Background: an optimization exercise with open tools, aiming at small area. Do not read the settings as production practice.
Function was checked by simulation only, so behaviour that the tests miss may differ from the original.
The clock input has no modelled driver; a real chip could not lean on it and would need a root buffer or a full tree.
Power figures rest on the tool's default switching activity, not on a simulated workload.

--- flow/design.v ---
module smoothing (clk, reset, data, smooth);
	input logic clk, reset;
	input logic [11:0] data;
	output logic [11:0] smooth;
	logic [1523:0] hist;
	logic [11:0] nold;
	logic [6:0] count;
	logic full;
	logic full_next;
	logic [18:0] sum;
	assign smooth = sum[18:7];
	logic [7:0] cc;
	logic [6:0] count_inc;
	assign cc[0] = 1'b1;
	genvar g;
	generate
		for (g = 0; g < 7; g++) begin : inc
			assign count_inc[g] = count[g] ^ cc[g];
			assign cc[g+1] = count[g] & cc[g];
		end
	endgenerate
	assign full_next = ~reset & (full | cc[7]);
	logic [12:0] tc;
	logic [11:0] t;
	logic [12:0] rc;
	logic [11:0] lo;
	assign tc[0] = 1'b1;
	assign rc[0] = 1'b0;
	generate
		for (g = 0; g < 12; g++) begin : sub
			assign t[g] = data[g] ^ nold[g] ^ tc[g];
			assign tc[g+1] = (data[g] & nold[g]) | (data[g] & tc[g]) | (nold[g] & tc[g]);
			assign lo[g] = sum[g] ^ t[g] ^ rc[g];
			assign rc[g+1] = (sum[g] & t[g]) | (sum[g] & rc[g]) | (t[g] & rc[g]);
		end
	endgenerate
	logic down;
	logic [7:0] uc;
	logic [6:0] hi;
	assign down = ~tc[12];
	assign uc[0] = rc[12];
	generate
		for (g = 0; g < 7; g++) begin : upd
			assign hi[g] = sum[12+g] ^ down ^ uc[g];
			assign uc[g+1] = (sum[12+g] & down) | (sum[12+g] & uc[g]) | (down & uc[g]);
		end
	endgenerate
	always_ff @(posedge clk) begin
		hist <= {hist[1511:0], data};
		nold <= ~(hist[1523:1512] & {12{full_next}});
		full <= full_next;
		if (reset) begin
			count <= 0;
			sum <= 0;
		end
		else begin
			count <= count_inc;
			sum <= {hi, lo};
		end
	end
endmodule
--- flow/flow/run.sh ---
#!/bin/bash
# Standard layout, with the clock tree built without dummy loads, leaf clock
# buffers downsized where slew allows (post_cts.tcl), power recovery sizing
# down non-critical gates, and smaller port buffers. Each make step's log is
# under orfs/logs; make's own output goes to make.log here.
set -euo pipefail
here=$(cd "$(dirname "$0")" && pwd)
export CTS_ARGS="-sink_clustering_enable -repair_clock_nets -dont_use_dummy_load -buf_list {sky130_fd_sc_hd__clkbuf_16} -sink_clustering_size 36 -sink_clustering_max_diameter 60"
export POST_CTS_TCL="$here/post_cts.tcl"
export BUFFER_PORTS_ARGS="-buffer_cell sky130_fd_sc_hd__buf_1"
export RECOVER_POWER=100
bash standard.sh > make.log 2>&1
--- flow/flow/post_cts.tcl ---
set limit 0.112
set sizes {sky130_fd_sc_hd__clkbuf_2 sky130_fd_sc_hd__clkbuf_4 sky130_fd_sc_hd__clkbuf_8}
estimate_parasitics -placement
proc sink_slew {net} {
  set worst 0
  foreach p [get_pins -of_objects $net -filter "direction==input"] {
    set s [get_property $p slew_max]
    if {$s > $worst} { set worst $s }
  }
  return $worst
}
set saved 0
foreach inst [get_cells -hier *] {
  set master [get_property $inst ref_name]
  if {![string match "sky130_fd_sc_hd__clkbuf_16" $master]} continue
  set out [get_pins -of_objects $inst -filter "direction==output"]
  set net [get_nets -of_objects $out]
  if {![string match "clknet_leaf*" [get_name $net]]} continue
  foreach cand $sizes {
    replace_cell $inst $cand
    if {[sink_slew $net] <= $limit} {
      puts "post_cts: [get_name $inst] $master -> $cand ([llength [get_pins -of_objects $net -filter direction==input]] sinks)"
      incr saved
      break
    }
    replace_cell $inst $master
  }
}
puts "post_cts: downsized $saved leaf clock buffers"
detailed_placement
check_placement -verbose
--- flow/standard.sh ---
#!/bin/bash
# synth_recipe.tcl (not shown) runs the flow's synth.tcl, then flattens the netlist and writes it again
# the make line also repeats each setting of config.mk as NAME=value (left out here)
make -C /OpenROAD-flow-scripts/flow DESIGN_CONFIG=/design/flow/config.mk WORK_HOME=/design/flow/orfs CLKGATE_MAP_FILE= SYNTH_SCRIPT=/design/flow/synth_recipe.tcl "${@:-finish}"
--- flow/config.mk ---
export PLATFORM = sky130hd
export DESIGN_NAME = smoothing
export DESIGN_NICKNAME = smoothing
export VERILOG_FILES = /design/flow/design.v
export SDC_FILE = /design/flow/constraint.sdc
export NUM_CORES = 4
export LEC_CHECK = 0
export ABC_AREA = 0
export CAP_MARGIN = 20
export CORE_MARGIN = 2
export CORE_UTILIZATION = 50
export SLEW_MARGIN = 20
--- flow/constraint.sdc ---
create_clock -name core_clock -period 20.0 [get_ports {clk}]
set_input_delay 4.0000 -clock core_clock [delete_from_list [all_inputs] [get_ports {clk}]]
set_output_delay 4.0000 -clock core_clock [all_outputs]
set_load 0.01 [all_outputs]
==> results of run 1 <==
-- registers in the layout (all words and copies together) (netlist names) --
| name | count |
|---|---|
| hist | 1524 |
| sum | 19 |
| nold | 12 |
| count | 7 |
| full | 1 |
-- final cells by class --
type | count | area, um2 | share of cell area (%)
Clock buffer | 59 | 1380 | 3.97
Inverter | 5 | 18.8 | 0.0540
Multi-Input combinational cell | 76 | 905 | 2.60
Sequential cell | 1563 | 31300 | 90.0
Tap cell | 855 | 1070 | 3.08
Timing Repair Buffer | 25 | 93.8 | 0.270
-- placed cells by master, fill, tap and decap left out --
master,instances
xor3_1,1
clkbuf_1,10
clkbuf_4,1
nand2_1,12
nor2b_1,18
buf_1,15
ha_1,8
fa_1,28
and2b_1,6
inv_1,5
nor2_1,2
dfxtp_1,1563
o21ba_1,1
clkbuf_16,51
clkbuf_8,7
-- worst max-delay path by stage --
stage          endpoint  slack, ps
2_1_floorplan   sum[18]       8310
3_3_place_gp    sum[18]       7880
3_5_place_dp    sum[18]       7800
5_1_grt         sum[18]       8130
6_report        sum[18]       8470
-- layer usage --
layer / GRT usage [%] / vias to the layer above / part of all wire, %
li1: - / 5138 / -
met1: 15.7 / 4644 / 59
met2: 11.7 / 89 / 34
met3: 2.80 / 65 / 4.6
met4: 3.18 / 0 / 2.6
met5: 0 / - / 0
-- cell families (layout without fill, tap and decap cells) --
group                    count (synthesis)  in the layout  share of synthesized area (%)
buffers and inverters                   20             89                          0.402
adder cells (fa/ha/maj)                 36             36                           2.04
XOR/XNOR                                 1              1                         0.0735
AND/OR/NAND/NOR                         38             38                          0.650
AO/OA/AOI/OAI                            1              1                         0.0503
flip-flops                            1563           1563                           96.8
-- per-stage QoR --
step	setup slack (ps)	total power [mW]	hold WS (ps)	util, %
6_report	8470	4.55	288	54.1
3_5_place_dp	7800	3.32	312	52.0
2_1_floorplan	8310	3.30	310	-
5_1_grt	8130	4.73	290	54.1
3_3_place_gp	7880	3.32	311	52.0
-- report_power, final --
group,switching (mW),leakage [nW],internal [mW]
Sequential,0.0210,12.8,3.19
Clock,0.807,0.683,0.494
Combinational,0.0214,0.466,0.0194
==> results.py, run 1 <==
metrics = {
    "die": {
        "start_util_pct": 50.3,
        "io_pins": 26,
        "core_area_um2": 64200,
        "die_area_um2": 66700,
        "die_y_um": 258,
        "std_cell_rows": 93,
        "die_w_um": 258,
    },
    "sta": {
        "rsz0062_at_grt": "false",
        "fin_crit_ps": 11530,
        "worst_pin_slew_ps": 1110,
        "fin_crit_sh_pct": 57.6,
        "skew_ps": 46.1,
        "slew_headroom_pct": 25.7,
        "final-hold-violation-count": 0,
        "drv_slew": 0,
        "setup_viol": 0,
        "max_freq_mhz": 86.8,
        "final.setup.tns_ps": 0,
    },
    "worst_setup_path": {
        "r2r_slack_ps": 11690,
        "cp-end-kind": "register",
        "worst_path_dominant_cell_family": "adder cells",
        "path_cells": "buf_1, inv_1, ha_1, inv_1, fa_1, fa_1, fa_1, fa_1, fa_1, fa_1, fa_1, fa_1, fa_1, fa_1, fa_1, fa_1, fa_1, fa_1, fa_1, fa_1, fa_1, fa_1, xor3_1, nor2_1",
        "cp.required_ps": 20480,
        "max_stage_delay_ps": 450,
        "cpMaxStageDelayCell": "fa_1",
        "reg2reg_to": "sum[18]",
        "reg2reg_from": "nold[0]",
        "critical_path.startpoint": "data[0]",
        "path_class": "input port to register",
        "worstSetupPathDepth": 24,
        "cp_data_arrival_time_ps": 12010,
        "r2r_cells": 23,
        "worstPathMaxFanout": 2,
        "start_kind": "input port",
        "cp_common_cell": "fa_1",
        "cp_num_buf_inv": 3,
    },
    "grt": {
        "grt_pass1_wl_um": 51900,
        "antenna_found_initial": 1,
        "grt_start_max_net_pins": 37,
        "grt_overflow_total": 0,
        "grt_pass1_vias": 10000,
        "grt_usage_pct": 9.56,
    },
    "power_and_ir_drop": {
        "vdd_drop_max_mv": 0.0778,
        "power_density_nw_per_um2": 131,
        "power_leakage_nw": 14.0,
    },
    "yosys": {
        "synthesis.nets": 1709,
        "yosys.area.top_type": "dfxtp_1",
        "postSynth.asyncResetShare_pct": 0,
        "synth_most_common_cell": "dfxtp_1",
        "syn_area_um2": 32300,
        "synth_edf_count": 0,
        "syn_area_per_cell_um2": 19.5,
        "ys_types": 13,
        "synth.top_cell.area_share_pct": 96.8,
        "synth_area_leaders": "dfxtp_1, fa_1, nor2b_1, ha_1, buf_4",
        "netlist_instances": 1659,
        "synthTopCellsByCount": "dfxtp_1, fa_1, nor2b_1",
        "synth_warnings": 1,
        "seq_area_frac_synth_pct": 96.8,
        "ys_ff_latch": 1563,
        "synth-main-ff-cell": "dfxtp_1",
    },
    "routing": {
        "drtIter0Drc": 417,
        "first_pass_iters": 3,
        "ant_nets": 0,
        "wirelength_um": 30800,
        "routedWlPerCell_um": 11.9,
        "vias": 9936,
        "vias_per_cell": 3.85,
        "drc": 0,
    },
    "min_path": {
        "min_from": "hist[912]",
        "worstHoldEndpoint": "hist[924]",
        "worstHoldPathType": "register to register",
        "hold_depth": 0,
    },
    "placed_design": {
        "place_area_um2": 33400,
        "dp_cells": 2524,
        "port-buffer-count": 25,
        "hpwl_um": 15200,
        "gp_congestion": 0.675,
    },
    "layout": {
        "final_cells": 2583,
        "n_antenna_cell": 0,
        "fillers": 5016,
        "layout-drive-gt1-share_pct": 3.41,
        "fin_area_um2": 34800,
        "fin_nets": 1780,
        "syn_to_final_growth_pct": 7.50,
    },
    "status": {
        "outcome": "finished clean",
    },
    "clocking": {
        "clock_latency_ps": 640,
        "cts_tree": "done",
        "clk_pin_slew_worst_paths_ps": 100,
        "clock-sinks": 1563,
    },
    "flow_run": {
        "max_cap_violations": 0,
    },
}
==> run 2, diff against run 1 <==
==> flow/flow/post_cts.tcl (replaced) <==
set limit 0.114
set max_sinks 44
set sizes {sky130_fd_sc_hd__clkbuf_2 sky130_fd_sc_hd__clkbuf_4 sky130_fd_sc_hd__clkbuf_8}
set block [ord::get_db_block]

proc net_sink_slew {net} {
  set worst 0
  foreach p [get_pins -of_objects $net -filter "direction==input"] {
    set s [get_property $p slew_max]
    if {$s > $worst} { set worst $s }
  }
  return $worst
}
proc leaf_nets {} {
  set r {}
  foreach n [[ord::get_db_block] getNets] {
    if {[string match "clknet_leaf*" [$n getName]]} { lappend r $n }
  }
  return $r
}
proc sinks_of {dbnet} {
  set r {}
  foreach it [$dbnet getITerms] { if {[$it isInputSignal]} { lappend r $it } }
  return $r
}
proc driver_inst {dbnet} {
  foreach it [$dbnet getITerms] { if {[$it isOutputSignal]} { return [$it getInst] } }
  return ""
}
proc inst_xy {inst} {
  set b [$inst getBBox]
  return [list [expr {([$b xMin] + [$b xMax]) / 2}] [expr {([$b yMin] + [$b yMax]) / 2}]]
}

estimate_parasitics -placement
set merged 0
set changed 1
while {$changed} {
  set changed 0
  # smallest leaf first
  set leaves {}
  foreach n [leaf_nets] { lappend leaves [list [llength [sinks_of $n]] [$n getName]] }
  set leaves [lsort -integer -index 0 $leaves]
  foreach entry $leaves {
    lassign $entry cnt name
    set net [$block findNet $name]
    if {$net eq "NULL" || $net eq ""} continue
    set drv [driver_inst $net]
    lassign [inst_xy $drv] x y
    # candidate targets by distance
    set cands {}
    foreach n2 [leaf_nets] {
      if {[$n2 getName] eq $name} continue
      set c2 [llength [sinks_of $n2]]
      if {$c2 + $cnt > $::max_sinks} continue
      lassign [inst_xy [driver_inst $n2]] x2 y2
      lappend cands [list [expr {abs($x2 - $x) + abs($y2 - $y)}] [$n2 getName]]
    }
    set cands [lsort -integer -index 0 $cands]
    foreach c [lrange $cands 0 2] {
      set target [$block findNet [lindex $c 1]]
      set moved [sinks_of $net]
      foreach it $moved { $it disconnect; $it connect $target }
      estimate_parasitics -placement
      set s [net_sink_slew [get_nets [$target getName]]]
      if {$s <= $limit} {
        puts "post_cts: merged $name ($cnt sinks) into [$target getName], slew [format %.3f $s]"
        set inpin [$drv findITerm A]
        $inpin disconnect
        odb::dbInst_destroy $drv
        odb::dbNet_destroy $net
        incr merged
        set changed 1
        break
      }
      foreach it $moved { $it disconnect; $it connect $net }
    }
    if {$changed} break
  }
}
estimate_parasitics -placement
puts "post_cts: merged $merged leaf clusters"

set saved 0
foreach net [leaf_nets] {
  set inst [driver_inst $net]
  set master [[$inst getMaster] getName]
  set sinst [get_cells [$inst getName]]
  foreach cand $sizes {
    replace_cell $sinst $cand
    if {[net_sink_slew [get_nets [$net getName]]] <= $limit} {
      puts "post_cts: [$inst getName] $master -> $cand ([llength [sinks_of $net]] sinks)"
      incr saved
      break
    }
    replace_cell $sinst $master
  }
}
puts "post_cts: downsized $saved leaf clock buffers"
detailed_placement
check_placement -verbose
estimate_parasitics -placement
report_clock_skew
--- a/flow/config.mk
+++ b/flow/config.mk
@@ -7,3 +7,3 @@
 export LEC_CHECK = 0
-export ABC_AREA = 0
+export ABC_AREA = 1
 export CAP_MARGIN = 20
==> results.py, run 2 <==
metrics = {
    "yosys": {
        "yosys.area.top_type": "dfxtp_1",
        "syn_area_um2": 32400,
        "synth_warnings": 1,
        "ys_ff_latch": 1563,
        "netlist_instances": 1691,
        "seq_area_frac_synth_pct": 96.7,
        "synthesis.nets": 1741,
        "synthTopCellsByCount": "dfxtp_1, inv_1, fa_1",
        "postSynth.asyncResetShare_pct": 0,
        "ys_types": 12,
        "synth.top_cell.area_share_pct": 96.7,
        "synth_edf_count": 0,
        "synth_most_common_cell": "dfxtp_1",
        "synth_area_leaders": "dfxtp_1, fa_1, inv_1, nor2_1, ha_1",
        "syn_area_per_cell_um2": 19.1,
        "synth-main-ff-cell": "dfxtp_1",
    },
    "clocking": {
        "clock-sinks": 1563,
    },
    "placed_design": {
        "hpwl_um": 14400,
        "dp_cells": 2556,
        "gp_congestion": 0.687,
        "port-buffer-count": 25,
    },
    "die": {
        "die_y_um": 258,
        "die_w_um": 258,
        "start_util_pct": 50.4,
        "io_pins": 26,
        "std_cell_rows": 93,
    },
    "status": {
        "error": "Error: cts.tcl, 90 can't read \"::max_sinks\": no such variable",
        "outcome": "did not finish",
        "stop_stage": "4_1_cts",
    },
}
==> run 2: through the flow <==
stage | setup slack (ps) | cell area, um2 | power [mW] | hold WS [ps]
2_1_floorplan | 8400 | 32400 | 3.31 | 310
3_3_place_gp | 7910 | 33400 | 3.32 | 310
3_5_place_dp | 7810 | 33400 | 3.33 | 312
==> run 2: power groups by stage <==
stage                     registers [mW]  clock network [mW]  logic (mW)
after detailed placement            3.28                   0      0.0446
after floorplan                     3.27                   0      0.0377
after global placement              3.28                   0      0.0410
==> run 2: worst max-delay path by stage <==
stage / start / end / slack, ps / cells past startpoint
floorplan: data[0] / sum[18] / 8400 / 25
global placement: data[0] / sum[18] / 7910 / 26
detailed placement: data[0] / sum[18] / 7810 / 26
==> run 2: cells by family after synthesis <==
logic type,synth area share [%]
AOI/OAI and AO/OA,0.0154
and+or+nand+nor,0.537
adders and majority gates,2.04
DFF,96.7
buffers and inverters,0.738
==> run 3, diff against run 2 <==
--- a/flow/flow/run.sh
+++ b/flow/flow/run.sh
@@ -7,3 +7,3 @@
 here=$(cd "$(dirname "$0")" && pwd)
-export CTS_ARGS="-sink_clustering_enable -repair_clock_nets -dont_use_dummy_load -buf_list {sky130_fd_sc_hd__clkbuf_16} -sink_clustering_size 36 -sink_clustering_max_diameter 60"
+export CTS_ARGS="-sink_clustering_enable -repair_clock_nets -dont_use_dummy_load -buf_list {sky130_fd_sc_hd__clkbuf_16} -sink_clustering_size 36 -sink_clustering_max_diameter 50"
 export POST_CTS_TCL="$here/post_cts.tcl"
==> flow/flow/post_cts.tcl (replaced) <==
set limit 0.120
set max_sinks 44
set sizes {sky130_fd_sc_hd__clkbuf_2 sky130_fd_sc_hd__clkbuf_4 sky130_fd_sc_hd__clkbuf_8}
set block [ord::get_db_block]

proc net_sink_slew {net} {
  set worst 0
  foreach p [get_pins -of_objects $net -filter "direction==input"] {
    set s [get_property $p slew_max]
    if {$s > $worst} { set worst $s }
  }
  return $worst
}
proc leaf_nets {} {
  set r {}
  foreach n [[ord::get_db_block] getNets] {
    if {[string match "clknet_leaf*" [$n getName]]} { lappend r $n }
  }
  return $r
}
proc sinks_of {dbnet} {
  set r {}
  foreach it [$dbnet getITerms] { if {[$it isInputSignal]} { lappend r $it } }
  return $r
}
proc driver_inst {dbnet} {
  foreach it [$dbnet getITerms] { if {[$it isOutputSignal]} { return [$it getInst] } }
  return ""
}
proc inst_xy {inst} {
  set b [$inst getBBox]
  return [list [expr {([$b xMin] + [$b xMax]) / 2}] [expr {([$b yMin] + [$b yMax]) / 2}]]
}

estimate_parasitics -placement
# Dissolve leaf clusters, smallest first: hand each of its flip-flops to the
# nearest other leaf buffer that has room, and keep the change only if every
# leaf that took some stays under the slew limit.
set merged 0
set tried {}
while {1} {
  set leaves {}
  foreach n [leaf_nets] {
    if {[lsearch -exact $tried [$n getName]] >= 0} continue
    lappend leaves [list [llength [sinks_of $n]] [$n getName]]
  }
  if {[llength $leaves] == 0} break
  set leaves [lsort -integer -index 0 $leaves]
  lassign [lindex $leaves 0] cnt name
  lappend tried $name
  set net [$block findNet $name]
  set drv [driver_inst $net]
  set others {}
  foreach n2 [leaf_nets] {
    if {[$n2 getName] eq $name} continue
    lassign [inst_xy [driver_inst $n2]] x2 y2
    dict set others [$n2 getName] [list $x2 $y2 [llength [sinks_of $n2]]]
  }
  set moves {}
  set ok 1
  foreach it [sinks_of $net] {
    lassign [inst_xy [$it getInst]] x y
    set best ""; set bd 1e18
    dict for {n2 v} $others {
      lassign $v x2 y2 c2
      if {$c2 >= $max_sinks} continue
      set d [expr {abs($x2 - $x) + abs($y2 - $y)}]
      if {$d < $bd} { set bd $d; set best $n2 }
    }
    if {$best eq ""} { set ok 0; break }
    set v [dict get $others $best]
    dict set others $best [list [lindex $v 0] [lindex $v 1] [expr {[lindex $v 2] + 1}]]
    lappend moves [list $it $best]
  }
  if {!$ok} continue
  set touched {}
  foreach m $moves {
    lassign $m it t
    $it disconnect
    $it connect [$block findNet $t]
    if {[lsearch -exact $touched $t] < 0} { lappend touched $t }
  }
  estimate_parasitics -placement
  set worst 0
  foreach t $touched {
    set s [net_sink_slew [get_nets $t]]
    if {$s > $worst} { set worst $s }
  }
  if {$worst <= $limit} {
    puts "post_cts: dissolved $name ($cnt sinks) into [llength $touched] leaves, slew [format %.3f $worst]"
    set inpin [$drv findITerm A]
    $inpin disconnect
    odb::dbInst_destroy $drv
    odb::dbNet_destroy $net
    incr merged
    set tried {}
  } else {
    foreach m $moves {
      lassign $m it t
      $it disconnect
      $it connect $net
    }
    estimate_parasitics -placement
  }
}
estimate_parasitics -placement
puts "post_cts: merged $merged leaf clusters"

set saved 0
foreach net [leaf_nets] {
  set inst [driver_inst $net]
  set master [[$inst getMaster] getName]
  set sinst [get_cells [$inst getName]]
  foreach cand $sizes {
    replace_cell $sinst $cand
    if {[net_sink_slew [get_nets [$net getName]]] <= $limit} {
      puts "post_cts: [$inst getName] $master -> $cand ([llength [sinks_of $net]] sinks)"
      incr saved
      break
    }
    replace_cell $sinst $master
  }
}
puts "post_cts: downsized $saved leaf clock buffers"
detailed_placement
check_placement -verbose
estimate_parasitics -placement
report_clock_skew
--- a/flow/config.mk
+++ b/flow/config.mk
@@ -11,2 +11,3 @@
 export CORE_UTILIZATION = 50
+export PLACE_DENSITY = 0.85
 export SLEW_MARGIN = 20
==> results.py, run 3 <==
metrics = {
    "routing": {
        "first_pass_iters": 4,
        "vias": 10300,
        "vias_per_cell": 3.92,
        "ant_nets": 0,
        "routedWlPerCell_um": 14.3,
        "wirelength_um": 37400,
        "drc": 0,
        "drtIter0Drc": 514,
    },
    "yosys": {
        "muxShareOfSynthArea_pct": 0,
        "synth-main-ff-cell": "dfxtp_1",
        "synth-compound-area-share_pct": 0.0155,
        "syn_area_per_cell_um2": 19.1,
        "synth_most_common_cell": "dfxtp_1",
        "synth_area_leaders": "dfxtp_1, fa_1, inv_1, nor2_1, ha_1",
        "netlist_instances": 1691,
        "synth_edf_count": 0,
        "ys_ff_latch": 1563,
        "synth_top_family_by_area": "adder cells",
        "syn_area_um2": 32400,
        "synthesis.nets": 1741,
        "postSynth.asyncResetShare_pct": 0,
        "yosys.area.top_type": "dfxtp_1",
        "ys_types": 12,
        "synth_xor_area_share_pct": 0,
        "synth-simple-area-share_pct": 0.537,
        "synth_fa_ha_area_share_pct": 2.04,
        "synthTopCellsByCount": "dfxtp_1, inv_1, fa_1",
        "synth_warnings": 1,
        "synth.top_cell.area_share_pct": 96.7,
        "seq_area_frac_synth_pct": 96.7,
    },
    "power_and_ir_drop": {
        "p_sw_mw": 0.883,
        "p_int_mw": 3.72,
        "power_density_nw_per_um2": 132,
        "p_comb_share_pct": 1.1,
        "power.total_mw": 4.61,
        "sw_frac_of_total_pct": 19.2,
        "p_seq_share_pct": 69.7,
        "vdd_drop_max_mv": 0.0928,
        "power_leakage_nw": 14.0,
        "clkPwrFrac_pct": 29.2,
    },
    "worst_setup_path": {
        "reg2reg_from": "nold[0]",
        "cp_num_buf_inv": 4,
        "worstPathMaxFanout": 2,
        "cpMaxStageDelayCell": "fa_1",
        "cp_common_cell": "fa_1",
        "start_kind": "input port",
        "cp.required_ps": 20500,
        "critical_path.startpoint": "data[0]",
        "cp_data_arrival_time_ps": 12290,
        "path_class": "input port to register",
        "worst_path_dominant_cell_family": "adder cells",
        "max_stage_delay_ps": 560,
        "cp-end-kind": "register",
    },
    "grt": {
        "grt_usage_pct": 11.7,
        "antenna_found_initial": 0,
        "grt_start_max_net_pins": 38,
        "grt_pass1_vias": 11100,
        "grt_overflow_total": 0,
        "grt_pass1_wl_um": 61300,
    },
    "placed_design": {
        "hpwl_um": 17400,
        "gp_congestion": 0.719,
        "port-buffer-count": 25,
        "dp_cells": 2556,
        "place_area_um2": 33400,
    },
    "layout": {
        "largest_reg_flops": 1524,
        "largestRegisters": "hist (1524), sum (19), nold (12)",
        "mostFrequentLayoutCells": "dfxtp_1, clkbuf_16, inv_1, nor2_1, fa_1",
        "final_cells": 2617,
        "syn_to_final_growth_pct": 7.62,
        "regMostFlops": "hist",
        "layout_commonest_cell": "dfxtp_1",
        "layout-drive-gt1-share_pct": 3.46,
        "fin_area_um2": 34800,
        "n_antenna_cell": 0,
        "fin_nets": 1814,
    },
    "die": {
        "die_area_um2": 66800,
        "core_area_um2": 64200,
        "std_cell_rows": 93,
        "die_y_um": 258,
        "start_util_pct": 50.4,
        "io_pins": 26,
        "die_w_um": 258,
    },
    "clocking": {
        "clock_latency_ps": 610,
        "clock-sinks": 1563,
        "clk_pin_slew_worst_paths_ps": 110,
    },
    "min_path": {
        "worstHoldPathType": "register to register",
        "min_from": "hist[24]",
    },
    "sta": {
        "worst_pin_slew_ps": 1440,
        "skew_ps": 43.6,
        "fin_crit_sh_pct": 58.9,
        "drv_slew": 0,
        "max_freq_mhz": 84.9,
        "final.setup.tns_ps": 0,
        "slew_headroom_pct": 4.33,
        "setup_viol": 0,
        "final-hold-violation-count": 0,
        "rsz0062_at_grt": "false",
        "fin_crit_ps": 11780,
    },
    "flow_run": {
        "max_cap_violations": 0,
    },
    "status": {
        "outcome": "finished clean",
    },
}
-- run 3: cell type report --
type,instances,area (um2)
Sequential cell,1563,31300
Fill cell,4718,29400
Clock buffer,61,1430
Tap cell,855,1070
Multi-Input combinational cell,81,832
Inverter,31,116
Timing Repair Buffer,26,97.6
-- run 3: final timing paths --
kind	end	slack, ps	depth (start not counted)
min	hist[36]	290	0
max	sum[18]	8220	26
min reg2reg	hist[36]	290	0
max reg2reg	sum[18]	11480	25
-- run 3: cells by family after synthesis --
group                    count (synthesis)
AO/OA/AOI/OAI                            1
AND/OR/NAND/NOR                         44
buffers and inverters                   47
flip-flops                            1563
adder cells (fa/ha/maj)                 36
-- run 3: routing by layer --
layer	wire [um]	share of wire [%]	GRT usage (%)
met1	18300	49	16.0
met2	16800	45	18.1
met3	1350	3.6	2.66
met4	1000	2.7	4.72
met5	0	0	0
-- run 3: stage by stage --
| step | setup WS [ps] | util (%) | hold WS, ps |
|---|---|---|---|
| 2_1_floorplan | 8400 | - | 310 |
| 3_3_place_gp | 7930 | 52.0 | 311 |
| 3_5_place_dp | 7690 | 52.0 | 312 |
| 5_1_grt | 7960 | 54.2 | 285 |
| 6_report | 8220 | 54.2 | 294 |
-- run 3: power groups by stage --
stage                     clock network, mW  registers, mW  logic, mW
final                                  1.35           3.21     0.0492
after global routing                   1.48           3.22     0.0551
after detailed placement                  0           3.28     0.0468
after global placement                    0           3.28     0.0400
after floorplan                           0           3.27     0.0377
==> run 4, diff against run 3 <==
==> flow/flow/run.sh (replaced) <==
#!/bin/bash
# Standard layout, with the clock tree built without dummy loads, its leaves
# adjusted to the clock-pin slew limit (post_cts.tcl), power recovery sizing
# down non-critical gates, and smaller port buffers. Each make step's log is
# under orfs/logs; make's own output goes to make.log here.
set -euo pipefail
here=$(cd "$(dirname "$0")" && pwd)
export CTS_ARGS="-sink_clustering_enable -repair_clock_nets -dont_use_dummy_load -buf_list {sky130_fd_sc_hd__clkbuf_16} -sink_clustering_size 36 -sink_clustering_max_diameter 60"
export POST_CTS_TCL="$here/post_cts.tcl"
export BUFFER_PORTS_ARGS="-buffer_cell sky130_fd_sc_hd__buf_1"
export RECOVER_POWER=100
bash standard.sh > make.log 2>&1
==> flow/flow/post_cts.tcl (replaced) <==
set limit 0.121
set down_limit 0.112
set sizes {sky130_fd_sc_hd__clkbuf_2 sky130_fd_sc_hd__clkbuf_4 sky130_fd_sc_hd__clkbuf_8}
set block [ord::get_db_block]

proc net_sink_slew {net} {
  set worst 0
  foreach p [get_pins -of_objects $net -filter "direction==input"] {
    set s [get_property $p slew_max]
    if {$s > $worst} { set worst $s }
  }
  return $worst
}
proc leaf_nets {} {
  set r {}
  foreach n [[ord::get_db_block] getNets] {
    if {[string match "clknet_leaf*" [$n getName]]} { lappend r $n }
  }
  return $r
}
proc sinks_of {dbnet} {
  set r {}
  foreach it [$dbnet getITerms] { if {[$it isInputSignal]} { lappend r $it } }
  return $r
}
proc driver_inst {dbnet} {
  foreach it [$dbnet getITerms] { if {[$it isOutputSignal]} { return [$it getInst] } }
  return ""
}
proc inst_xy {inst} {
  set b [$inst getBBox]
  return [list [expr {([$b xMin] + [$b xMax]) / 2.0}] [expr {([$b yMin] + [$b yMax]) / 2.0}]]
}

set saved 0
foreach net [leaf_nets] {
  set inst [driver_inst $net]
  set master [[$inst getMaster] getName]
  set sinst [get_cells [$inst getName]]
  foreach cand $sizes {
    replace_cell $sinst $cand
    if {[net_sink_slew [get_nets [$net getName]]] <= $down_limit} {
      puts "post_cts: [$inst getName] $master -> $cand ([llength [sinks_of $net]] sinks)"
      incr saved
      break
    }
    replace_cell $sinst $master
  }
}
puts "post_cts: downsized $saved leaf clock buffers"
detailed_placement
estimate_parasitics -placement
# Offload: while a leaf's worst clock-pin slew is over the limit, hand its
# flip-flop farthest from its buffer to the nearest other leaf buffer whose
# slew stays under the limit with it.
proc leaf_slew {name} { return [net_sink_slew [get_nets $name]] }
set moves 0
set fails 0
set over 1
while {$over && $moves < 400} {
  set over 0
  foreach n [leaf_nets] {
    set name [$n getName]
    if {[leaf_slew $name] <= $limit} continue
    set over 1
    lassign [inst_xy [driver_inst $n]] bx by
    set far ""; set fd -1
    foreach it [sinks_of $n] {
      lassign [inst_xy [$it getInst]] x y
      set d [expr {abs($x - $bx) + abs($y - $by)}]
      if {$d > $fd} { set fd $d; set far $it }
    }
    lassign [inst_xy [$far getInst]] x y
    set cands {}
    foreach n2 [leaf_nets] {
      if {[$n2 getName] eq $name} continue
      lassign [inst_xy [driver_inst $n2]] x2 y2
      lappend cands [list [expr {abs($x2 - $x) + abs($y2 - $y)}] [$n2 getName]]
    }
    set done 0
    foreach c [lrange [lsort -real -index 0 $cands] 0 3] {
      set t [lindex $c 1]
      $far disconnect
      $far connect [$block findNet $t]
      estimate_parasitics -placement
      if {[leaf_slew $t] <= $limit} { set done 1; incr moves; break }
      $far disconnect
      $far connect $n
    }
    if {!$done} { incr fails; estimate_parasitics -placement }
    if {$fails > 50} { set over 0; break }
  }
}
set worst 0
foreach n [leaf_nets] { set s [leaf_slew [$n getName]]; if {$s > $worst} { set worst $s } }
puts "post_cts: moved $moves flip-flops between leaves ($fails failed tries), worst slew [format %.3f $worst]"
check_placement -verbose
--- a/flow/config.mk
+++ b/flow/config.mk
@@ -10,4 +10,3 @@
 export CORE_MARGIN = 2
-export CORE_UTILIZATION = 50
-export PLACE_DENSITY = 0.85
+export CORE_UTILIZATION = 70
 export SLEW_MARGIN = 20
==> results.py, run 4 <==
metrics = {
    "placed_design": {
        "pre_cts_ws_ps": 7930,
        "hpwl_um": 15300,
        "port-buffer-count": 25,
        "gp_congestion": 0.714,
    },
    "routing": {
        "routedWlPerCell_um": 14.4,
        "wirelength_um": 34000,
        "vias_per_cell": 4.32,
        "vias": 10200,
        "ant_nets": 0,
        "drtIter0Drc": 513,
        "drc": 0,
        "first_pass_iters": 4,
    },
    "die": {
        "core_area_um2": 45500,
        "die_area_um2": 48000,
        "die_y_um": 219,
        "die_w_um": 219,
        "io_pins": 26,
        "std_cell_rows": 78,
        "start_util_pct": 71.2,
    },
    "yosys": {
        "synth_xor_area_share_pct": 0,
        "synth_warnings": 1,
        "synth_fa_ha_area_share_pct": 2.04,
        "synth_top_family_by_area": "adder cells",
        "synthesis.nets": 1741,
        "syn_area_um2": 32400,
        "yosys.area.top_type": "dfxtp_1",
        "seq_area_frac_synth_pct": 96.7,
        "syn_area_per_cell_um2": 19.1,
        "postSynth.asyncResetShare_pct": 0,
        "ys_types": 12,
        "synth-main-ff-cell": "dfxtp_1",
        "synth_edf_count": 0,
        "ys_ff_latch": 1563,
        "synth-simple-area-share_pct": 0.537,
        "synth.top_cell.area_share_pct": 96.7,
        "synth_area_leaders": "dfxtp_1, fa_1, inv_1, nor2_1, ha_1",
        "synthTopCellsByCount": "dfxtp_1, inv_1, fa_1",
        "synth-compound-area-share_pct": 0.0155,
        "netlist_instances": 1691,
        "synth_most_common_cell": "dfxtp_1",
        "muxShareOfSynthArea_pct": 0,
    },
    "layout": {
        "fin_nets": 1806,
        "fillers": 2550,
        "n_antenna_cell": 0,
        "regMostFlops": "hist",
        "mostFrequentLayoutCells": "dfxtp_1, clkbuf_16, inv_1, nor2_1, fa_1",
        "syn_to_final_growth_pct": 6.23,
        "largest_reg_flops": 1524,
        "regArea_um2": 31300,
        "multiInputGateArea_um2": 832,
        "layout_commonest_cell": "dfxtp_1",
        "largestRegisters": "hist (1524), sum (19), nold (12)",
        "layout-drive-gt1-share_pct": 3.02,
    },
    "worst_setup_path": {
        "cp_data_arrival_time_ps": 11950,
        "path_class": "input port to register",
        "cp-end-kind": "register",
        "cp_num_buf_inv": 4,
        "r2r_cells": 25,
        "max_stage_delay_ps": 430,
        "cpMaxStageDelayCell": "fa_1",
        "cp.required_ps": 20490,
        "cp_common_cell": "fa_1",
        "worstSetupPathDepth": 26,
        "worst_path_dominant_cell_family": "adder cells",
        "start_kind": "input port",
        "worstPathMaxFanout": 2,
    },
    "sta": {
        "slew_headroom_pct": 21.9,
        "setup_ws_ps": 8550,
        "setup_viol": 0,
        "fin_crit_sh_pct": 57.3,
        "worst_pin_slew_ps": 1170,
        "skew_ps": 31.3,
        "final-hold-violation-count": 0,
        "fin_crit_ps": 11450,
        "drv_slew": 0,
        "rsz0062_at_grt": "false",
        "max_freq_mhz": 87.3,
        "final.setup.tns_ps": 0,
    },
    "grt": {
        "grt_start_max_net_pins": 38,
        "grt_usage_pct": 15.1,
        "grt_pass1_wl_um": 56700,
        "antenna_found_initial": 1,
        "grt_pass1_vias": 10600,
        "grt_overflow_total": 0,
    },
    "min_path": {
        "hold_depth": 0,
        "worstHoldPathType": "register to register",
    },
    "clocking": {
        "clock-sinks": 1563,
        "cts_tree": "done",
        "clock_latency_ps": 630,
        "clk_pin_slew_worst_paths_ps": 120,
    },
    "power_and_ir_drop": {
        "p_sw_mw": 0.862,
        "power_leakage_nw": 14.0,
        "power_density_nw_per_um2": 132,
        "vdd_drop_max_mv": 0.126,
        "p_comb_share_pct": 1.0,
        "p_seq_share_pct": 70.8,
        "clkPwrFrac_pct": 28.2,
        "p_int_mw": 3.67,
        "sw_frac_of_total_pct": 19.0,
    },
    "flow_run": {
        "max_cap_violations": 0,
    },
    "status": {
        "outcome": "finished clean",
    },
}
==> run 4: cell counts after synthesis <==
No cell type changed its count.
==> run 4: logic make-up after synthesis <==
| kind of cell | Yosys count |
|---|---|
| compound gates | 1 |
| fa+ha+maj | 36 |
| buf+inv | 47 |
| flops | 1563 |
| simple gates | 44 |
==> run 4: layout make-up <==
type | instances | share of cell area, %
Multi-Input combinational cell | 81 | 2.42
Inverter | 31 | 0.338
Tap cell | 600 | 2.18
Sequential cell | 1563 | 91.0
Clock buffer | 53 | 3.77
Timing Repair Buffer | 26 | 0.284
==> run 4: path summary, 6_finish.rpt <==
check / slack [ps] / end / startpoint
max: 8550 / sum[18] / data[0]
min: 300 / hist[482] / hist[470]
max reg2reg: 11760 / sum[18] / nold[0]
min reg2reg: 300 / hist[482] / hist[470]
==> run 4: through the flow <==
step	hold slack, ps	instance area (um2)	total power, mW	std cells	utilization (%)
2_1_floorplan	310	32400	3.31	1691	-
3_3_place_gp	310	33100	3.32	2301	72.8
3_5_place_dp	312	33100	3.33	2301	72.8
5_1_grt	307	34400	4.69	2354	75.6
6_report	303	34400	4.54	2354	75.6
==> run 4: layer usage <==
| layer | vias to the layer above | wire length [um] | track usage, % |
|---|---|---|---|
| li1 | 5197 | - | - |
| met1 | 4840 | 18100 | 23.7 |
| met2 | 68 | 14000 | 21.5 |
| met3 | 68 | 1050 | 3.08 |
| met4 | 0 | 873 | 4.55 |
| met5 | - | 0 | 0 |
==> run 4: worst register-to-register path: cells and delay by family, from the launching register on <==
family	cells	cell delay, ps
flops	1	320
buf+inv	3	180
simple gates	2	120
fa+ha+maj	19	7370
compound gates	1	150
==> run 4: power by group through the flow <==
stage               registers (mW)  logic, mW  clock network [mW]
finish                        3.21     0.0442                1.28
global route                  3.22     0.0537                1.42
detailed placement            3.28     0.0451                   0
global placement              3.28     0.0416                   0
floorplan                     3.27     0.0377                   0
==> run 5, diff against run 4 <==
--- a/flow/config.mk
+++ b/flow/config.mk
@@ -7,6 +7,6 @@
 export LEC_CHECK = 0
-export ABC_AREA = 1
+export ABC_AREA = 0
 export CAP_MARGIN = 20
 export CORE_MARGIN = 2
-export CORE_UTILIZATION = 70
+export CORE_UTILIZATION = 85
 export SLEW_MARGIN = 20
==> results.py, run 5 <==
metrics = {
    "status": {
        "outcome": "did not finish",
        "stop_stage": "3_5_place_dp",
        "error": "Error: detail_place.tcl, 38 bad optional access",
    },
    "die": {
        "start_util_pct": 86.0,
        "die_y_um": 199,
        "die_w_um": 199,
        "std_cell_rows": 71,
        "io_pins": 26,
    },
    "yosys": {
        "synth_edf_count": 0,
        "postSynth.asyncResetShare_pct": 0,
        "synth-compound-area-share_pct": 0.0503,
        "synth_warnings": 1,
        "synthTopCellsByCount": "dfxtp_1, fa_1, nor2b_1",
        "ys_types": 13,
        "synth_most_common_cell": "dfxtp_1",
        "synth-simple-area-share_pct": 0.650,
        "synth_top_family_by_area": "adder cells",
        "syn_area_um2": 32300,
        "synth-main-ff-cell": "dfxtp_1",
        "synthesis.nets": 1709,
        "seq_area_frac_synth_pct": 96.8,
        "syn_area_per_cell_um2": 19.5,
        "synth.top_cell.area_share_pct": 96.8,
        "synth_xor_area_share_pct": 0.0735,
        "synth_fa_ha_area_share_pct": 2.04,
        "muxShareOfSynthArea_pct": 0,
        "yosys.area.top_type": "dfxtp_1",
        "synth_area_leaders": "dfxtp_1, fa_1, nor2b_1, ha_1, buf_4",
        "ys_ff_latch": 1563,
        "netlist_instances": 1659,
    },
    "placed_design": {
        "gp_congestion": 0.723,
        "port-buffer-count": 25,
    },
}
run 5: cell families after synthesis:
| logic type | count (synthesis) |
|---|---|
| simple gates | 38 |
| xor+xnor | 1 |
| flops | 1563 |
| fa+ha+maj | 36 |
| buf+inv | 20 |
| compound gates | 1 |
run 5: how the worst max path moves through the flow:
| stage | start | end | slack, ps |
|---|---|---|---|
| global placement | data[0] | sum[18] | 7800 |
| floorplan | data[0] | sum[18] | 8310 |
run 5: per-stage QoR:
step	cell area (um2)	hold slack [ps]	power (mW)	cells	setup WS, ps
floorplan	32300	310	3.30	1659	8310
global placement	33000	311	3.32	2181	7800
run 5: power groups by stage:
| stage | Sequential [mW] | Combinational (mW) | Clock (mW) |
|---|---|---|---|
| after floorplan | 3.27 | 0.0333 | 0 |
| after global placement | 3.28 | 0.0425 | 0 |
==> run 6, diff against run 5 <==
--- a/flow/design.v
+++ b/flow/design.v
@@ -6,18 +6,8 @@
 	logic [11:0] nold;
-	logic [6:0] count;
-	logic full;
-	logic full_next;
 	logic [18:0] sum;
 	assign smooth = sum[18:7];
-	logic [7:0] cc;
-	logic [6:0] count_inc;
-	assign cc[0] = 1'b1;
-	genvar g;
-	generate
-		for (g = 0; g < 7; g++) begin : inc
-			assign count_inc[g] = count[g] ^ cc[g];
-			assign cc[g+1] = count[g] & cc[g];
-		end
-	endgenerate
-	assign full_next = ~reset & (full | cc[7]);
+	logic [6:0] lfsr;
+	logic late;
+	logic full_next;
+	assign full_next = late & ~reset;
 	logic [12:0] tc;
@@ -28,2 +18,3 @@
 	assign rc[0] = 1'b0;
+	genvar g;
 	generate
@@ -50,5 +41,5 @@
 		nold <= ~(hist[1523:1512] & {12{full_next}});
-		full <= full_next;
 		if (reset) begin
-			count <= 0;
+			lfsr <= 0;
+			late <= 0;
 			sum <= 0;
@@ -56,3 +47,4 @@
 		else begin
-			count <= count_inc;
+			lfsr <= {lfsr[5:0], ~(lfsr[6] ^ lfsr[5])};
+			if (lfsr == 7'b1000000) late <= 1'b1;
 			sum <= {hi, lo};
--- a/flow/flow/run.sh
+++ b/flow/flow/run.sh
@@ -2,4 +2,4 @@
 # Standard layout, with the clock tree built without dummy loads, its leaves
-# adjusted to the clock-pin slew limit (post_cts.tcl), power recovery sizing
-# down non-critical gates, and smaller port buffers. Each make step's log is
+# adjusted to the clock-pin slew limit (post_cts.tcl), and smaller port
+# buffers. Each make step's log is
 # under orfs/logs; make's own output goes to make.log here.
@@ -10,3 +10,2 @@
 export BUFFER_PORTS_ARGS="-buffer_cell sky130_fd_sc_hd__buf_1"
-export RECOVER_POWER=100
 bash standard.sh > make.log 2>&1
--- a/flow/config.mk
+++ b/flow/config.mk
@@ -10,3 +10,3 @@
 export CORE_MARGIN = 2
-export CORE_UTILIZATION = 85
+export CORE_UTILIZATION = 70
 export SLEW_MARGIN = 20
==> results.py, run 6 <==
metrics = {
    "layout": {
        "largest_reg_flops": 1524,
        "fillers": 2585,
        "mostFrequentLayoutCells": "dfxtp_1, clkbuf_16, fa_1, buf_1, nor2b_1",
        "multiInputGateArea_um2": 871,
        "syn_to_final_growth_pct": 6.30,
        "regArea_um2": 31300,
        "largestRegisters": "hist (1524), sum (19), nold (12)",
        "final_cells": 2320,
        "fin_nets": 1766,
        "n_antenna_cell": 0,
        "layout-drive-gt1-share_pct": 3.20,
        "layout_commonest_cell": "dfxtp_1",
        "regMostFlops": "hist",
    },
    "grt": {
        "grt_pass1_vias": 10300,
        "grt_start_max_net_pins": 37,
        "grt_usage_pct": 14.8,
        "grt_pass1_wl_um": 55100,
        "grt_overflow_total": 0,
        "antenna_found_initial": 0,
    },
    "yosys": {
        "postSynth.asyncResetShare_pct": 0,
        "synth_area_leaders": "dfxtp_1, fa_1, nor2b_1, buf_4, and2b_1",
        "synth-main-ff-cell": "dfxtp_1",
        "yosys.area.top_type": "dfxtp_1",
        "synthTopCellsByCount": "dfxtp_1, fa_1, nor2b_1",
        "ys_ff_latch": 1563,
        "synthesis.nets": 1702,
        "synth.top_cell.area_share_pct": 96.9,
        "synth_most_common_cell": "dfxtp_1",
        "synth_edf_count": 0,
        "synth_warnings": 1,
        "syn_area_um2": 32300,
        "ys_types": 17,
        "syn_area_per_cell_um2": 19.5,
        "seq_area_frac_synth_pct": 96.9,
        "netlist_instances": 1658,
    },
    "min_path": {
        "worstHoldEndpoint": "hist[334]",
        "min_from": "hist[322]",
        "worstHoldPathType": "register to register",
        "hold_depth": 0,
    },
    "routing": {
        "drc": 0,
        "routedWlPerCell_um": 14.5,
        "m1WireLength_um": 18300,
        "wl_met2_um": 13700,
        "vias_per_cell": 4.26,
        "top_layer_used": "met4",
        "first_pass_iters": 4,
        "wl_met3_um": 897,
        "ant_nets": 0,
        "wirelength_um": 33700,
        "vias": 9891,
        "drtIter0Drc": 495,
    },
    "sta": {
        "slew_headroom_pct": 77.3,
        "max_freq_mhz": 87.3,
        "final.setup.tns_ps": 0,
        "fin_crit_sh_pct": 57.2,
        "drv_slew": 0,
        "skew_ps": 39.3,
        "fin_crit_ps": 11450,
        "worst_pin_slew_ps": 341,
        "final-hold-violation-count": 0,
        "rsz0062_at_grt": "false",
        "setup_viol": 0,
    },
    "power_and_ir_drop": {
        "power.total_mw": 4.53,
        "vdd_drop_max_mv": 0.122,
        "power_leakage_nw": 13.9,
        "power_density_nw_per_um2": 132,
    },
    "worst_setup_path": {
        "start_kind": "input port",
        "cpMaxStageDelayCell": "fa_1",
        "cp-end-kind": "register",
        "max_stage_delay_ps": 430,
        "reg2reg_to": "sum[18]",
        "path_cells": "buf_1, inv_1, ha_1, inv_1, fa_1, fa_1, fa_1, fa_1, fa_1, fa_1, fa_1, fa_1, fa_1, fa_1, fa_1, fa_1, fa_1, fa_1, fa_1, fa_1, fa_1, fa_1, xor3_1, nor2_1",
        "cp_common_cell": "fa_1",
        "worstPathMaxFanout": 2,
        "path_class": "input port to register",
        "r2r_cells": 23,
        "r2r_slack_ps": 11760,
        "cp_data_arrival_time_ps": 11920,
        "reg2reg_from": "nold[0]",
        "cp.required_ps": 20470,
    },
    "clocking": {
        "clock-sinks": 1563,
        "clock_latency_ps": 620,
        "cts_tree": "done",
        "clk_pin_slew_worst_paths_ps": 120,
    },
    "die": {
        "die_area_um2": 47900,
        "die_y_um": 219,
        "std_cell_rows": 78,
        "core_area_um2": 45500,
        "die_w_um": 219,
        "start_util_pct": 71.0,
        "io_pins": 26,
    },
    "placed_design": {
        "hpwl_um": 15500,
        "gp_congestion": 0.728,
        "port-buffer-count": 25,
        "dp_cells": 2268,
    },
    "flow_run": {
        "max_cap_violations": 0,
    },
    "status": {
        "outcome": "finished clean",
    },
}
==> run 6: cell types whose count changed after synthesis, sizes merged <==
cell | before | now
nor2b | 18 | 19
o21ba | 1 | 0
a21o | 0 | 1
buf | 15 | 16
xor2 | 0 | 1
ha | 8 | 2
nor4b | 0 | 1
nor4 | 0 | 1
==> run 6: cell families after synthesis <==
| family | after synthesis | share of synthesized area, % |
|---|---|---|
| flops | 1563 | 96.9 |
| simple gates | 41 | 0.759 |
| fa+ha+maj | 30 | 1.81 |
| buf+inv | 21 | 0.426 |
| xor+xnor | 2 | 0.101 |
| compound gates | 1 | 0.0233 |
==> run 6: how the worst max path moves through the flow <==
stage | start | to | slack [ps] | depth (start not counted)
floorplan | data[0] | sum[18] | 8310 | 23
global placement | data[0] | sum[18] | 8010 | 24
detailed placement | data[0] | sum[18] | 7920 | 24
global route | data[0] | sum[18] | 8280 | 24
finish | data[0] | sum[18] | 8550 | 24
==> run 6: cell type report <==
cell class                      instances  area share, %
Clock buffer                           52           3.79
Inverter                                5         0.0547
Multi-Input combinational cell         74           2.54
Sequential cell                      1563           91.1
Tap cell                              600           2.19
Timing Repair Buffer                   26          0.295
==> run 6: per-stage QoR <==
| step | hold slack, ps | utilization (%) | cell area [um2] | worst slack, ps |
|---|---|---|---|---|
| global route | 288 | 75.5 | 34300 | 8280 |
| global placement | 310 | 72.6 | 33000 | 8010 |
| detailed placement | 312 | 72.6 | 33000 | 7920 |
| finish | 290 | 75.5 | 34300 | 8550 |
| floorplan | 310 | - | 32300 | 8310 |
==> run 6: report_power, final <==
group | internal [mW] | switching, mW | total, mW
Clock | 0.472 | 0.809 | 1.28
Sequential | 3.19 | 0.0258 | 3.21
Combinational | 0.0187 | 0.0183 | 0.0370
==> run 6: per-layer routing <==
| layer | GRT usage, % | up-vias |
|---|---|---|
| met5 | 0 | - |
| met4 | 5.16 | 0 |
| met3 | 2.66 | 57 |
| met2 | 21.2 | 70 |
| met1 | 23.1 | 4650 |
| li1 | - | 5114 |
==> run 6: critical path: cells and delay by family <==
family	cells	cell delay, ps
adder cells (fa/ha/maj)	19	7290
AND/OR/NAND/NOR	1	40
buffers and inverters	3	200
XOR/XNOR	1	380
==> run 7, diff against run 6 <==
--- a/flow/config.mk
+++ b/flow/config.mk
@@ -7,3 +7,3 @@
 export LEC_CHECK = 0
-export ABC_AREA = 0
+export ABC_AREA = 1
 export CAP_MARGIN = 20
==> results.py, run 7 <==
metrics = {
    "routing": {
        "vias": 10100,
        "first_pass_iters": 4,
        "wirelength_um": 33600,
        "ant_nets": 0,
        "routedWlPerCell_um": 14.2,
        "vias_per_cell": 4.30,
        "drtIter0Drc": 502,
        "drc": 0,
    },
    "clocking": {
        "clock_latency_ps": 620,
        "clock-sinks": 1563,
        "cts_tree": "done",
        "clk_pin_slew_worst_paths_ps": 110,
    },
    "grt": {
        "grt_start_max_net_pins": 38,
        "antenna_found_initial": 1,
        "grt_overflow_total": 0,
        "grt_pass1_wl_um": 55800,
        "grt_usage_pct": 14.9,
        "grt_pass1_vias": 10500,
    },
    "die": {
        "start_util_pct": 71.1,
        "die_y_um": 219,
        "die_w_um": 219,
        "io_pins": 26,
        "std_cell_rows": 78,
        "core_area_um2": 45500,
        "die_area_um2": 47900,
    },
    "sta": {
        "final.setup.tns_ps": 0,
        "worst_pin_slew_ps": 332,
        "final-hold-violation-count": 0,
        "setup_viol": 0,
        "rsz0062_at_grt": "false",
        "slew_headroom_pct": 77.8,
        "holdWs_ps": 311,
        "skew_ps": 26.7,
        "max_freq_mhz": 86.8,
        "fin_crit_sh_pct": 57.6,
        "setup_ws_ps": 8490,
        "fin_crit_ps": 11510,
        "drv_slew": 0,
    },
    "yosys": {
        "syn_area_per_cell_um2": 19.1,
        "synth_edf_count": 0,
        "synth-main-ff-cell": "dfxtp_1",
        "ys_types": 14,
        "yosys.area.top_type": "dfxtp_1",
        "ys_ff_latch": 1563,
        "synth.top_cell.area_share_pct": 96.8,
        "netlist_instances": 1695,
        "postSynth.asyncResetShare_pct": 0,
        "synthesis.nets": 1739,
        "synth_area_leaders": "dfxtp_1, fa_1, inv_1, nor2_1, buf_4",
        "synth_most_common_cell": "dfxtp_1",
        "synth_warnings": 1,
        "seq_area_frac_synth_pct": 96.8,
        "syn_area_um2": 32300,
        "synthTopCellsByCount": "dfxtp_1, inv_1, nor2_1",
    },
    "placed_design": {
        "port-buffer-count": 25,
        "hpwl_um": 15700,
        "dp_cells": 2305,
        "pre_cts_ws_ps": 7830,
        "place_area_um2": 33100,
        "gp_congestion": 0.732,
    },
    "worst_setup_path": {
        "worstSetupPathDepth": 26,
        "critical_path.startpoint": "data[0]",
        "r2r_cells": 25,
        "cpMaxStageDelayCell": "fa_1",
        "cp-end-kind": "register",
        "reg2reg_from": "nold[0]",
        "path_class": "input port to register",
        "reg2reg_to": "sum[18]",
        "cp_common_cell": "fa_1",
        "cp.required_ps": 20510,
        "max_stage_delay_ps": 440,
        "start_kind": "input port",
        "worst_path_dominant_cell_family": "adder cells",
        "cp-endpoint": "sum[18]",
        "r2r_slack_ps": 11820,
        "cp_data_arrival_time_ps": 12020,
        "worstPathMaxFanout": 2,
        "cp_num_buf_inv": 4,
    },
    "layout": {
        "mostFrequentLayoutCells": "dfxtp_1, clkbuf_16, inv_1, nor2_1, fa_1",
        "fin_nets": 1803,
        "layout-drive-gt1-share_pct": 3.19,
        "largest_reg_flops": 1524,
        "final_cells": 2357,
        "fin_area_um2": 34300,
        "largestRegisters": "hist (1524), sum (19), nold (12)",
        "n_antenna_cell": 0,
        "utilization_pct": 75.5,
        "layout_commonest_cell": "dfxtp_1",
        "syn_to_final_growth_pct": 6.19,
        "regMostFlops": "hist",
    },
    "power_and_ir_drop": {
        "sw_frac_of_total_pct": 19.0,
        "clkPwrFrac_pct": 28.0,
        "power.total_mw": 4.52,
        "power_density_nw_per_um2": 132,
        "vdd_drop_max_mv": 0.124,
        "p_seq_share_pct": 71.0,
        "power_leakage_nw": 13.9,
        "p_int_mw": 3.67,
        "p_sw_mw": 0.857,
        "p_comb_share_pct": 1.0,
    },
    "flow_run": {
        "max_cap_violations": 0,
    },
    "status": {
        "outcome": "finished clean",
    },
    "min_path": {
        "worstHoldPathType": "register to register",
    },
}
run 7: changes by cell type in the layout (fill, tap and decap cells not counted), sizes merged, moves of 2 or more:
cell   before  now
nand3       0    2
nand2      12   20
and2b       6    0
nor2        2   30
inv         5   33
nor2b      19    0
run 7: cells by family after synthesis:
group | after synthesis | synth area share, %
AO/OA/AOI/OAI | 1 | 0.0155
adder cells (fa/ha/maj) | 30 | 1.81
buffers and inverters | 49 | 0.770
flip-flops | 1563 | 96.8
AND/OR/NAND/NOR | 52 | 0.619
run 7: metal layers:
metal  wire, um  global-route usage, %
met1      18200                   23.4
met2      13400                   20.9
met3       1090                   3.08
met4        879                   4.86
met5          0                      0
run 7: worst reg2reg max path: cells and delay by family (launching register included):
kind / cells / cell delay, ps
fa+ha+maj: 19 / 7370
flops: 1 / 320
buf+inv: 3 / 150
compound gates: 1 / 140
simple gates: 2 / 120
run 7: final cells by class:
class / instances / area (um2)
inverters: 33 / 126
well taps: 600 / 751
clock buffers: 52 / 1270
repair buffers: 26 / 101
multi-input cells: 83 / 791
flip-flops and latches: 1563 / 31300
fillers: 2620 / 11100
run 7: how the worst min path moves through the flow:
stage | from | endpoint | slack (ps) | cells after the start
after floorplan | hist[988] | hist[1000] | 310 | 0
after global routing | hist[662] | hist[674] | 310 | 0
after detailed placement | hist[1164] | hist[1176] | 310 | 0
after global placement | hist[243] | hist[255] | 310 | 0
final | hist[662] | hist[674] | 310 | 0
run 7: power groups by stage:
| stage | Sequential, mW | Clock, mW | Combinational [mW] |
|---|---|---|---|
| final | 3.21 | 1.27 | 0.0432 |
| after global routing | 3.22 | 1.41 | 0.0535 |
| after detailed placement | 3.28 | 0 | 0.0440 |
| after global placement | 3.28 | 0 | 0.0406 |
| after floorplan | 3.27 | 0 | 0.0376 |
==> run 8, diff against run 7 <==
--- a/flow/flow/run.sh
+++ b/flow/flow/run.sh
@@ -7,3 +7,3 @@
 here=$(cd "$(dirname "$0")" && pwd)
-export CTS_ARGS="-sink_clustering_enable -repair_clock_nets -dont_use_dummy_load -buf_list {sky130_fd_sc_hd__clkbuf_16} -sink_clustering_size 36 -sink_clustering_max_diameter 60"
+export CTS_ARGS="-sink_clustering_enable -repair_clock_nets -dont_use_dummy_load -buf_list {sky130_fd_sc_hd__buf_4} -sink_clustering_size 13 -sink_clustering_max_diameter 40"
 export POST_CTS_TCL="$here/post_cts.tcl"
--- a/flow/flow/post_cts.tcl
+++ b/flow/flow/post_cts.tcl
@@ -2,3 +2,3 @@
 set down_limit 0.112
-set sizes {sky130_fd_sc_hd__clkbuf_2 sky130_fd_sc_hd__clkbuf_4 sky130_fd_sc_hd__clkbuf_8}
+set sizes {sky130_fd_sc_hd__buf_1 sky130_fd_sc_hd__buf_2 sky130_fd_sc_hd__buf_4 sky130_fd_sc_hd__clkbuf_8 sky130_fd_sc_hd__clkbuf_16}
 set block [ord::get_db_block]
@@ -39,3 +39,6 @@
   set sinst [get_cells [$inst getName]]
+  set area [expr {[[$inst getMaster] getWidth] * [[$inst getMaster] getHeight]}]
   foreach cand $sizes {
+    set cm [[ord::get_db] findMaster $cand]
+    if {[$cm getWidth] * [$cm getHeight] >= $area} break
     replace_cell $sinst $cand
==> results.py, run 8 <==
metrics = {
    "layout": {
        "layout-drive-gt1-share_pct": 7.85,
        "largestRegisters": "hist (1524), sum (19), nold (12)",
        "fin_area_um2": 34100,
        "largest_reg_flops": 1524,
        "multiInputGateArea_um2": 791,
        "fin_nets": 1892,
        "utilization_pct": 75.0,
        "regMostFlops": "hist",
        "regArea_um2": 31300,
        "mostFrequentLayoutCells": "dfxtp_1, buf_4, inv_1, nor2_1, fa_1",
        "syn_to_final_growth_pct": 5.54,
        "fillers": 2743,
        "layout_commonest_cell": "dfxtp_1",
    },
    "grt": {
        "grt_usage_pct": 14.7,
        "grt_start_max_net_pins": 26,
        "grt_pass1_vias": 11200,
        "grt_pass1_wl_um": 54700,
        "antenna_found_initial": 1,
        "grt_overflow_total": 0,
    },
    "placed_design": {
        "port-buffer-count": 25,
        "place_area_um2": 33100,
        "hpwl_um": 15700,
        "gp_congestion": 0.732,
        "pre_cts_ws_ps": 7830,
    },
    "die": {
        "die_w_um": 219,
        "die_area_um2": 47900,
        "io_pins": 26,
        "die_y_um": 219,
        "start_util_pct": 71.1,
        "core_area_um2": 45500,
        "std_cell_rows": 78,
    },
    "worst_setup_path": {
        "path_class": "input port to register",
        "cpMaxStageDelayCell": "fa_1",
        "worstPathMaxFanout": 2,
        "worst_path_dominant_cell_family": "adder cells",
        "cp_common_cell": "fa_1",
        "reg2reg_from": "nold[0]",
        "cp-end-kind": "register",
        "cp_data_arrival_time_ps": 12010,
        "max_stage_delay_ps": 440,
        "critical_path.startpoint": "data[0]",
        "start_kind": "input port",
        "cp.required_ps": 20690,
        "cp_num_buf_inv": 4,
    },
    "routing": {
        "drtIter0Drc": 413,
        "wirelength_um": 31700,
        "first_pass_iters": 4,
        "vias": 10500,
        "drc": 0,
        "ant_nets": 0,
        "vias_per_cell": 4.29,
        "routedWlPerCell_um": 12.9,
    },
    "yosys": {
        "synthTopCellsByCount": "dfxtp_1, inv_1, nor2_1",
        "ys_types": 14,
        "synth.top_cell.area_share_pct": 96.8,
        "netlist_instances": 1695,
        "synth_most_common_cell": "dfxtp_1",
        "synth_warnings": 1,
        "syn_area_um2": 32300,
        "ys_ff_latch": 1563,
        "seq_area_frac_synth_pct": 96.8,
        "synthesis.nets": 1739,
        "synth-main-ff-cell": "dfxtp_1",
        "synth_edf_count": 0,
        "synth_area_leaders": "dfxtp_1, fa_1, inv_1, nor2_1, buf_4",
        "syn_area_per_cell_um2": 19.1,
        "postSynth.asyncResetShare_pct": 0,
        "yosys.area.top_type": "dfxtp_1",
    },
    "flow_run": {
        "max_cap_violations": 0,
    },
    "sta": {
        "fin_crit_sh_pct": 56.6,
        "slew_headroom_pct": 72.2,
        "drv_slew": 0,
        "fin_crit_ps": 11330,
        "max_freq_mhz": 88.3,
        "worst_pin_slew_ps": 417,
        "setup_ws_ps": 8670,
        "final-hold-violation-count": 0,
        "setup_viol": 0,
        "final.setup.tns_ps": 0,
        "rsz0062_at_grt": "false",
        "skew_ps": 46.8,
    },
    "power_and_ir_drop": {
        "power_density_nw_per_um2": 130,
        "power.total_mw": 4.43,
        "power_leakage_nw": 14.0,
        "vdd_drop_max_mv": 0.0802,
    },
    "status": {
        "outcome": "finished clean",
    },
    "clocking": {
        "clock-sinks": 1563,
        "clk_pin_slew_worst_paths_ps": 110,
        "cts_tree": "done",
        "clock_latency_ps": 820,
    },
    "min_path": {
        "worstHoldPathType": "register to register",
        "min_from": "hist[203]",
    },
}
-- run 8: stage by stage --
step                hold WS, ps  cells
global placement            310   2305
detailed placement          312   2305
finish                      283   2448
global route                286   2447
floorplan                   310   1695
-- run 8: final cells by class --
type | instances | area share, %
clock buffers | 141 | 3.09
repair buffers | 26 | 0.297
multi-input cells | 83 | 2.32
inverters | 33 | 0.370
diodes | 2 | 0.0147
flip-flops and latches | 1563 | 91.7
well taps | 600 | 2.20
-- run 8: cell families after synthesis --
family	Yosys count	share of synthesized area [%]
flip-flops	1563	96.8
buffers and inverters	49	0.770
adder cells (fa/ha/maj)	30	1.81
AO/OA/AOI/OAI	1	0.0155
AND/OR/NAND/NOR	52	0.619
-- run 8: metal layers --
| metal | global-route usage, % | wire length, um | vias up |
|---|---|---|---|
| met5 | 0 | 0 | - |
| met4 | 8.90 | 1070 | 0 |
| met3 | 4.56 | 1350 | 83 |
| met2 | 18.0 | 11800 | 154 |
| met1 | 22.5 | 17500 | 4913 |
| li1 | - | - | 5351 |
-- run 8: final timing paths --
path | slack (ps) | endpoint | depth (start not counted)
min reg2reg | 280 | hist[215] | 0
min | 280 | hist[215] | 0
max reg2reg | 11820 | sum[18] | 25
max | 8670 | sum[18] | 26
-- run 8: power breakdown --
| group | internal [mW] | switching [mW] |
|---|---|---|
| logic | 0.0181 | 0.0254 |
| registers | 3.18 | 0.0254 |
| clock network | 0.359 | 0.813 |
| total | 3.56 | 0.864 |
-- run 8: worst register-to-register path: stages, from the launching register on --
cell and delay [ps]:
dfxtp_1 320, inv_1 30, ha_1 160, inv_1 60, fa_1 420, fa_1 410, fa_1 440, fa_1 420
fa_1 390, fa_1 420, fa_1 390, fa_1 390, fa_1 390, fa_1 380, fa_1 390, fa_1 400
fa_1 400, fa_1 400, fa_1 390, fa_1 390, fa_1 390, fa_1 390, inv_1 60, nand2_1 60
a21oi_1 140, nor2_1 60

==> what the ideal ports hide <==
In the flow no input, the clock included, has a driving cell. The finished layouts below were timed again as built, in two steps.
Step 1 (the two cells are an assumption about what drives the block):
set clk [get_ports {clk}]
set_driving_cell -lib_cell sky130_fd_sc_hd__clkbuf_16 $clk
set_driving_cell -lib_cell sky130_fd_sc_hd__buf_2 [delete_from_list [all_inputs] $clk]
Step 2 times the ports against the registers' clock, not the clock port: input delays grow and output delays shrink by t, the midpoint of the rising clock arrivals with the driver on.
Slacks: ideal / step 1 / step 2; pairs: ideal / step 1.
run | shift t [ns] | setup WS [ns] | slew at the worst register clock pin (ns) | worst slew at a driven data input, ns | pins driven straight from the clock port
run 1 | 0.666 | 8.474 / 8.509 / 7.842 | 0.12 / 0.12 | 0.18 | 1
run 3 | 0.648 | 8.216 / 8.231 / 7.583 | 0.12 / 0.12 | 0.05 | 1
run 4 | 0.663 | 8.548 / 8.575 / 7.911 | 0.12 / 0.12 | 0.05 | 1
run 6 | 0.657 | 8.550 / 8.583 / 7.925 | 0.12 / 0.12 | 0.04 | 1
run 7 | 0.667 | 8.486 / 8.518 / 7.851 | 0.12 / 0.12 | 0.05 | 1
run 8 | 0.828 | 8.673 / 8.698 / 7.870 | 0.11 / 0.11 | 0.04 | 1
After both steps setup and hold are still met in every run listed. For run 8, which loses most, drivers alone change the setup slack by +0.025 ns; drivers and shift together by -0.803 ns.
